Background: an optimization exercise with open tools, aiming at small area and a short achievable clock period. Do not read the settings as production practice.
Only simulation tests tie the RTL to the original design; equivalence was not proved.
Power is estimated from default activity; no workload was simulated.

==> 10-12: inputs <==
==> flow/design.v <==
module alu(input  logic [63:0] p, g,
           input  logic        cin, land, lor,
           output logic [63:0] result);
	logic [63:0] gg, pp, gn, pn, sum;
	always_comb begin
		gg = g;
		pp = p;
		for (int k = 1; k < 64; k = k * 2) begin
			for (int i = 0; i < 64; i++)
				if (i >= k) begin
					gn[i] = gg[i] | (pp[i] & gg[i-k]);
					pn[i] = pp[i] & pp[i-k];
				end else begin
					gn[i] = gg[i];
					pn[i] = pp[i];
				end
			gg = gn;
			pp = pn;
		end
		sum = p ^ {gg[62:0], cin};
		if (land)     result = g;
		else if (lor) result = g | p;
		else          result = sum;
	end
endmodule
module regfile(input  logic        clk, we,
               input  logic [4:0]  wa,
               input  logic [63:0] wd,
               input  logic [30:0] rs1, rs2,    
               output logic [63:0] rd1, rd2);
	logic [30:0][63:0] regs;
	always_ff @(posedge clk)
		for (int r = 0; r < 31; r++)
			if (we && wa == r) regs[r] <= wd;
	always_comb begin
		rd1 = '0;
		rd2 = '0;
		for (int r = 0; r < 31; r++) begin
			rd1 = rd1 | (regs[r] & {64{rs1[r]}});
			rd2 = rd2 | (regs[r] & {64{rs2[r]}});
		end
	end
endmodule
module processor_arm #(parameter N = 64)
							(input logic CLOCK_50, reset,
							output logic [N-1:0] IM_addr,
							input  logic [31:0] IM_readData,
							output logic [N-1:0] DM_writeData, DM_addr,
							output logic DM_writeEnable, DM_readEnable,
							input  logic [N-1:0] DM_readData);
	logic clk;
	assign clk = CLOCK_50;
	logic [63:0] pc;
	logic        pcsrc_M;
	logic [63:0] res_M;
	always_ff @(posedge clk, posedge reset)
		if (reset) pc <= '0;
		else       pc <= pcsrc_M ? res_M : pc + 64'd4;
	assign IM_addr = pc;
	logic [31:0] in;
	logic [10:0] op;
	logic isLD, isST, isCBZ, isCBNZ, isADD, isSUB, isAND, isORR, isADDI, isCB;
	assign in     = IM_readData;
	assign op     = in[31:21];
	assign isLD   = op == 11'b11111000010;
	assign isST   = op == 11'b11111000000;
	assign isCBZ  = op[10:3] == 8'b10110100;
	assign isCBNZ = op[10:3] == 8'b10110101;
	assign isADD  = op == 11'b10001011000;
	assign isSUB  = op == 11'b11001011000;
	assign isAND  = op == 11'b10001010000;
	assign isORR  = op == 11'b10101010000;
	assign isADDI = op[10:1] == 10'b1001000100;
	assign isCB   = isCBZ | isCBNZ;
	logic [20:0] imm_F;
	logic        imms_F;
	always_comb
		if (isCB) begin
			imm_F  = {in[23:5], 2'b00};
			imms_F = in[23];
		end else if (isADDI) begin
			imm_F  = {{9{in[21]}}, in[21:10]};
			imms_F = in[21];
		end else begin
			imm_F  = {{12{in[20]}}, in[20:12]};
			imms_F = in[20];
		end
	assign ra1_F = in[9:5];
	assign ra2_F = (isST | isCB) ? in[4:0] : in[20:16];
	logic [63:0] pc_D;
	logic [30:0] rs1_D, rs2_D;    
	logic [4:0]  rd_D;
	logic [4:0]  ra1_F, ra2_F;
	logic [20:0] imm_D;
	logic        imms_D, cb_D, imm_sel_D, sub_D, and_D, orr_D;
	logic        cbz_D, cbnz_D, we_D, ld_D, st_D;
	always_ff @(posedge clk) begin
		pc_D      <= pc;
		for (int r = 0; r < 31; r++) begin
			rs1_D[r] <= ra1_F == r;
			rs2_D[r] <= ra2_F == r;
		end
		rd_D      <= in[4:0];
		imm_D     <= imm_F;
		imms_D    <= imms_F;
		cb_D      <= isCB;
		imm_sel_D <= isCB | isADDI | isLD | isST;
		sub_D     <= isSUB;
		and_D     <= isAND;
		orr_D     <= isORR;
	end
	always_ff @(posedge clk, posedge reset)
		if (reset) {cbz_D, cbnz_D, we_D, ld_D, st_D} <= '0;
		else       {cbz_D, cbnz_D, we_D, ld_D, st_D} <=
		             {isCBZ, isCBNZ, isLD | isADD | isSUB | isAND | isORR | isADDI, isLD, isST};
	logic [63:0] rd1, rd2, a_D, bx_D;
	logic        we_M;
	logic [4:0]  rd_M;
	logic [63:0] wd_M;
	regfile registers (.clk(clk), .we(we_M), .wa(rd_M), .wd(wd_M),
	                   .rs1(rs1_D), .rs2(rs2_D), .rd1(rd1), .rd2(rd2));
	assign a_D  = cb_D ? pc_D : rd1;
	assign bx_D = (imm_sel_D ? {{43{imms_D}}, imm_D} : rd2) ^ {64{sub_D}};
	logic [63:0] p_E, g_E, b_E;
	logic        sub_E, and_E, orr_E;
	logic [4:0]  rd_E;
	logic        cbz_E, cbnz_E, we_E, ld_E, st_E;
	always_ff @(posedge clk) begin
		p_E   <= a_D ^ bx_D;
		g_E   <= (a_D & bx_D) | {63'd0, (a_D[0] ^ bx_D[0]) & sub_D};
		b_E   <= rd2;
		sub_E <= sub_D;
		and_E <= and_D;
		orr_E <= orr_D;
		rd_E  <= rd_D;
	end
	always_ff @(posedge clk, posedge reset)
		if (reset) {cbz_E, cbnz_E, we_E, ld_E, st_E} <= '0;
		else       {cbz_E, cbnz_E, we_E, ld_E, st_E} <= {cbz_D, cbnz_D, we_D, ld_D, st_D};
	logic [63:0] res_E;
	logic        bz, pcsrc_E;
	alu ALU (.p(p_E), .g(g_E), .cin(sub_E), .land(and_E), .lor(orr_E),
	         .result(res_E));
	assign bz      = b_E == 64'd0;
	assign pcsrc_E = (cbz_E & bz) | (cbnz_E & ~bz);
	logic [63:0] sd_M;
	logic        ld_M, st_M;
	always_ff @(posedge clk) begin
		res_M <= res_E;
		sd_M  <= b_E;
		rd_M  <= rd_E;
	end
	always_ff @(posedge clk, posedge reset)
		if (reset) {pcsrc_M, we_M, ld_M, st_M} <= '0;
		else       {pcsrc_M, we_M, ld_M, st_M} <= {pcsrc_E, we_E, ld_E, st_E};
	assign DM_addr        = res_M;
	assign DM_writeData   = sd_M;
	assign DM_writeEnable = st_M;
	assign DM_readEnable  = ld_M;
	assign wd_M = ld_M ? DM_readData : res_M;
endmodule
==> flow/run.sh <==
#!/bin/bash
# synth_recipe.tcl (not shown) runs the flow's synth.tcl, then flattens the netlist and writes it again
# the make line also repeats each setting of config.mk as NAME=value (left out here)
make -C /OpenROAD-flow-scripts/flow DESIGN_CONFIG=/design/flow/config.mk WORK_HOME=/design/flow/orfs CLKGATE_MAP_FILE= SYNTH_SCRIPT=/design/flow/synth_recipe.tcl finish
==> flow/config.mk <==
export PLATFORM = sky130hd
export DESIGN_NAME = processor_arm
export DESIGN_NICKNAME = processor_arm
export VERILOG_FILES = /design/flow/design.v
export SDC_FILE = /design/flow/constraint.sdc
export NUM_CORES = 4
export LEC_CHECK = 0
export CAP_MARGIN = 20
export CELL_PAD_IN_SITES_DETAIL_PLACEMENT = 1
export CORE_MARGIN = 2
export CORE_UTILIZATION = 50
export CTS_CLUSTER_DIAMETER = 90
export CTS_CLUSTER_SIZE = 20
export PLACE_DENSITY = 0.55
export SETUP_SLACK_MARGIN = 4.5
export SLEW_MARGIN = 20
==> flow/constraint.sdc <==
create_clock -name core_clock -period 7.5 [get_ports {CLOCK_50}]
set_input_delay 1.5000 -clock core_clock [delete_from_list [all_inputs] [get_ports {CLOCK_50}]]
set_output_delay 1.5000 -clock core_clock [all_outputs]
set_load 0.01 [all_outputs]
==> inputs of 09-16, as changes to 10-12 <==
--- a/flow/design.v
+++ b/flow/design.v
@@ -28,3 +28,3 @@
                input  logic [63:0] wd,
-               input  logic [30:0] rs1, rs2,    
+               input  logic [4:0]  ra1, ra2,
                output logic [63:0] rd1, rd2);
@@ -38,4 +38,4 @@
 		for (int r = 0; r < 31; r++) begin
-			rd1 = rd1 | (regs[r] & {64{rs1[r]}});
-			rd2 = rd2 | (regs[r] & {64{rs2[r]}});
+			rd1 = rd1 | (regs[r] & {64{ra1 == r}});
+			rd2 = rd2 | (regs[r] & {64{ra2 == r}});
 		end
@@ -87,8 +87,4 @@
 		end
-	assign ra1_F = in[9:5];
-	assign ra2_F = (isST | isCB) ? in[4:0] : in[20:16];
 	logic [63:0] pc_D;
-	logic [30:0] rs1_D, rs2_D;    
-	logic [4:0]  rd_D;
-	logic [4:0]  ra1_F, ra2_F;
+	logic [4:0]  ra1_D, ra2_D, rd_D;
 	logic [20:0] imm_D;
@@ -98,6 +94,4 @@
 		pc_D      <= pc;
-		for (int r = 0; r < 31; r++) begin
-			rs1_D[r] <= ra1_F == r;
-			rs2_D[r] <= ra2_F == r;
-		end
+		ra1_D     <= in[9:5];
+		ra2_D     <= (isST | isCB) ? in[4:0] : in[20:16];
 		rd_D      <= in[4:0];
@@ -120,3 +114,3 @@
 	regfile registers (.clk(clk), .we(we_M), .wa(rd_M), .wd(wd_M),
-	                   .rs1(rs1_D), .rs2(rs2_D), .rd1(rd1), .rd2(rd2));
+	                   .ra1(ra1_D), .ra2(ra2_D), .rd1(rd1), .rd2(rd2));
 	assign a_D  = cb_D ? pc_D : rd1;
Settings changed: CORE_UTILIZATION 50 to 40, CTS_CLUSTER_DIAMETER 90 to default, CTS_CLUSTER_SIZE 20 to default, PLACE_DENSITY 0.55 to 0.5, SETUP_SLACK_MARGIN 4.5 to 4.3.
==> inputs of 06-17, as changes to 10-12 <==
==> flow/design.v, changed modules only <==
module alu(input  logic [63:0] a, b, bop,
           input  logic        sub, land, lor,
           output logic [63:0] result);
	logic [64:0] s;
	assign s = {a, 1'b1} + {bop ^ {64{sub}}, sub};
	always_comb
		if (land)     result = a & b;
		else if (lor) result = a | b;
		else          result = s[64:1];
endmodule
module regfile(input  logic        clk, we,
               input  logic [4:0]  wa,
               input  logic [63:0] wd,
               input  logic [4:0]  ra1, ra2,
               output logic [63:0] rd1, rd2);
	logic [30:0][63:0] regs;
	always_ff @(posedge clk)
		for (int r = 0; r < 31; r++)
			if (we && wa == r) regs[r] <= wd;
	always_comb begin
		rd1 = '0;
		rd2 = '0;
		for (int r = 0; r < 31; r++) begin
			rd1 = rd1 | (regs[r] & {64{ra1 == r}});
			rd2 = rd2 | (regs[r] & {64{ra2 == r}});
		end
	end
endmodule
module processor_arm #(parameter N = 64)
							(input logic CLOCK_50, reset,
							output logic [N-1:0] IM_addr,
							input  logic [31:0] IM_readData,
							output logic [N-1:0] DM_writeData, DM_addr,
							output logic DM_writeEnable, DM_readEnable,
							input  logic [N-1:0] DM_readData);
	logic clk;
	assign clk = CLOCK_50;
	logic [63:0] pc;
	logic        pcsrc_M;
	logic [63:0] res_M;
	always_ff @(posedge clk, posedge reset)
		if (reset) pc <= '0;
		else       pc <= pcsrc_M ? res_M : pc + 64'd4;
	assign IM_addr = pc;
	logic [10:0] op_D;       
	logic [20:0] f_D;        
	logic [63:0] pc_D;
	always_ff @(posedge clk, posedge reset)
		if (reset) op_D <= '0;
		else       op_D <= IM_readData[31:21];
	always_ff @(posedge clk) begin
		f_D  <= IM_readData[20:0];
		pc_D <= pc;
	end
	logic isLD, isST, isCBZ, isCBNZ, isADD, isSUB, isAND, isORR, isADDI, isCB;
	assign isLD   = op_D == 11'b11111000010;
	assign isST   = op_D == 11'b11111000000;
	assign isCBZ  = op_D[10:3] == 8'b10110100;
	assign isCBNZ = op_D[10:3] == 8'b10110101;
	assign isADD  = op_D == 11'b10001011000;
	assign isSUB  = op_D == 11'b11001011000;
	assign isAND  = op_D == 11'b10001010000;
	assign isORR  = op_D == 11'b10101010000;
	assign isADDI = op_D[10:1] == 10'b1001000100;
	assign isCB   = isCBZ | isCBNZ;
	logic [4:0]  ra2;
	logic [63:0] rd1, rd2;
	logic        we_M, ld_M, st_M;
	logic [4:0]  rd_M;
	logic [63:0] wd_M;
	assign ra2 = (isST | isCB) ? f_D[4:0] : f_D[20:16];
	regfile registers (.clk(clk), .we(we_M), .wa(rd_M), .wd(wd_M),
	                   .ra1(f_D[9:5]), .ra2(ra2), .rd1(rd1), .rd2(rd2));
	logic [20:0] imm_D;
	logic        imms_D;
	always_comb
		if (isCB) begin
			imm_D  = {op_D[2:0], f_D[20:5], 2'b00};
			imms_D = op_D[2];
		end else if (isADDI) begin
			imm_D  = {{9{op_D[0]}}, op_D[0], f_D[20:10]};
			imms_D = op_D[0];
		end else begin
			imm_D  = {{12{f_D[20]}}, f_D[20:12]};
			imms_D = f_D[20];
		end
	logic [63:0] a_E, b_E;
	logic [20:0] imm_E;
	logic        imms_E, isImm_E, sub_E, and_E, orr_E;
	logic [4:0]  rd_E;
	logic        cbz_E, cbnz_E, we_E, ld_E, st_E;
	always_ff @(posedge clk) begin
		a_E     <= isCB ? pc_D : rd1;
		b_E     <= rd2;
		imm_E   <= imm_D;
		imms_E  <= imms_D;
		isImm_E <= isCB | isADDI | isLD | isST;
		sub_E   <= isSUB;
		and_E   <= isAND;
		orr_E   <= isORR;
		rd_E    <= f_D[4:0];
	end
	always_ff @(posedge clk, posedge reset)
		if (reset) {cbz_E, cbnz_E, we_E, ld_E, st_E} <= '0;
		else       {cbz_E, cbnz_E, we_E, ld_E, st_E} <=
		             {isCBZ, isCBNZ, isLD | isADD | isSUB | isAND | isORR | isADDI, isLD, isST};
	logic [63:0] bop, res_E;
	logic        bz, pcsrc_E;
	assign bop = isImm_E ? {{43{imms_E}}, imm_E} : b_E;
	alu ALU (.a(a_E), .b(b_E), .bop(bop), .sub(sub_E), .land(and_E), .lor(orr_E),
	         .result(res_E));
	assign bz      = b_E == 64'd0;
	assign pcsrc_E = (cbz_E & bz) | (cbnz_E & ~bz);
	logic [63:0] sd_M;
	always_ff @(posedge clk) begin
		res_M <= res_E;
		sd_M  <= b_E;
		rd_M  <= rd_E;
	end
	always_ff @(posedge clk, posedge reset)
		if (reset) {pcsrc_M, we_M, ld_M, st_M} <= '0;
		else       {pcsrc_M, we_M, ld_M, st_M} <= {pcsrc_E, we_E, ld_E, st_E};
	assign DM_addr        = res_M;
	assign DM_writeData   = sd_M;
	assign DM_writeEnable = st_M;
	assign DM_readEnable  = ld_M;
	assign wd_M = ld_M ? DM_readData : res_M;
endmodule
Settings changed: CELL_PAD_IN_SITES_DETAIL_PLACEMENT 1 to default, CORE_UTILIZATION 50 to 40, CTS_CLUSTER_DIAMETER 90 to default, CTS_CLUSTER_SIZE 20 to default, PLACE_DENSITY 0.55 to default, SETUP_SLACK_MARGIN 4.5 to default.
==> inputs of 05-07, as changes to 10-12 <==
==> flow/flow/run.sh (new file) <==
#!/bin/bash
set -euo pipefail
sed 's|CLKGATE_MAP_FILE= |CLKGATE_MAP_FILE= MATCH_CELL_FOOTPRINT=0 "BUFFER_PORTS_ARGS=-buffer_cell sky130_fd_sc_hd__buf_2" |' \
  standard.sh > standard_own.sh
grep -q 'MATCH_CELL_FOOTPRINT=0' standard_own.sh
bash standard_own.sh > flow.log 2>&1
==> flow/standard.sh (new file) <==
#!/bin/bash
# synth_recipe.tcl (not shown) runs the flow's synth.tcl, then flattens the netlist and writes it again
# the make line also repeats each setting of config.mk as NAME=value (left out here)
make -C /OpenROAD-flow-scripts/flow DESIGN_CONFIG=/design/flow/config.mk WORK_HOME=/design/flow/orfs CLKGATE_MAP_FILE= SYNTH_SCRIPT=/design/flow/synth_recipe.tcl "${@:-finish}"
removed: flow/run.sh
==> comparison table <==
item	05-07	10-12	06-17	09-16
Share of synthesized flip-flops with an asynchronous set or reset	0.0306	0.0306	0.0344	0.0312
Number of vias per cell	8.36	8.38	7.90	7.85
Via count	85.9k	87.0k	87.4k	89.4k
Final Net Count	7650	7769	7597	7930
Mapped Avg Cell Area	14.1 µm²	14.1 µm²	14.1 µm²	14.1 µm²
Number of storage elements in the synthesis netlist	2552	2552	2444	2500
Switching Share	0.304	0.303	0.291	0.296
Total Routing Usage GR	0.495	0.500	0.400	0.431
Post-synthesis simple-gate area fraction	0.0610	0.0610	0.0554	0.0614
Final period util	0.438	0.424	0.726	0.488
Result of the run	complete, no violations	complete, no violations	complete, no violations	complete, no violations
Part of the power in combinational logic	0.170	0.178	0.149	0.156
Starting density of the core	0.504	0.504	0.402	0.402
Number of inserted diodes	49	42	70	63
Required time at the worst-slack endpoint	8.24 ns	8.24 ns	8.27 ns	8.33 ns
Final-layout non-clock buffer area share	0.0437	0.0619	0.0461	0.0683

-- re-timing with driven ports --
In the flow no input, the clock included, has a driving cell. The finished layouts below were timed again as built, in two steps.
Step 1 (the two cells are an assumption about what drives the block):
set clk [get_ports {CLOCK_50}]
set_driving_cell -lib_cell sky130_fd_sc_hd__clkbuf_16 $clk
set_driving_cell -lib_cell sky130_fd_sc_hd__buf_2 [delete_from_list [all_inputs] $clk]
Step 2 moves the port delays by t, midway between the first and last clock arrival at a register: inputs arrive t later, outputs are due t later. That takes back most of the time a late clock gives input paths.
Slacks: ideal ports / drivers / drivers and shift; pairs: ideal ports / drivers.
run | t, ns | setup slack, ns | worst setup path after step 2 | clock arrival spread, ns | slew at the worst register clock pin (ns)
10-12 | 0.948 | 4.317 / 4.317 / 3.710 | input to register | 0.053 / 0.053 | 0.10 / 0.10
09-16 | 1.047 | 3.843 / 3.843 / 3.505 | input to register | 0.053 / 0.053 | 0.07 / 0.07
06-17 | 1.002 | 2.054 / 2.054 / 2.054 | register to register | 0.038 / 0.038 | 0.07 / 0.07
05-07 | 0.955 | 4.218 / 4.218 / 3.857 | input to register | 0.042 / 0.043 | 0.09 / 0.09
After both steps setup and hold are still met in every run listed. For 10-12, which loses most, drivers alone change the setup slack by 0.000 ns; drivers and shift together by -0.607 ns.
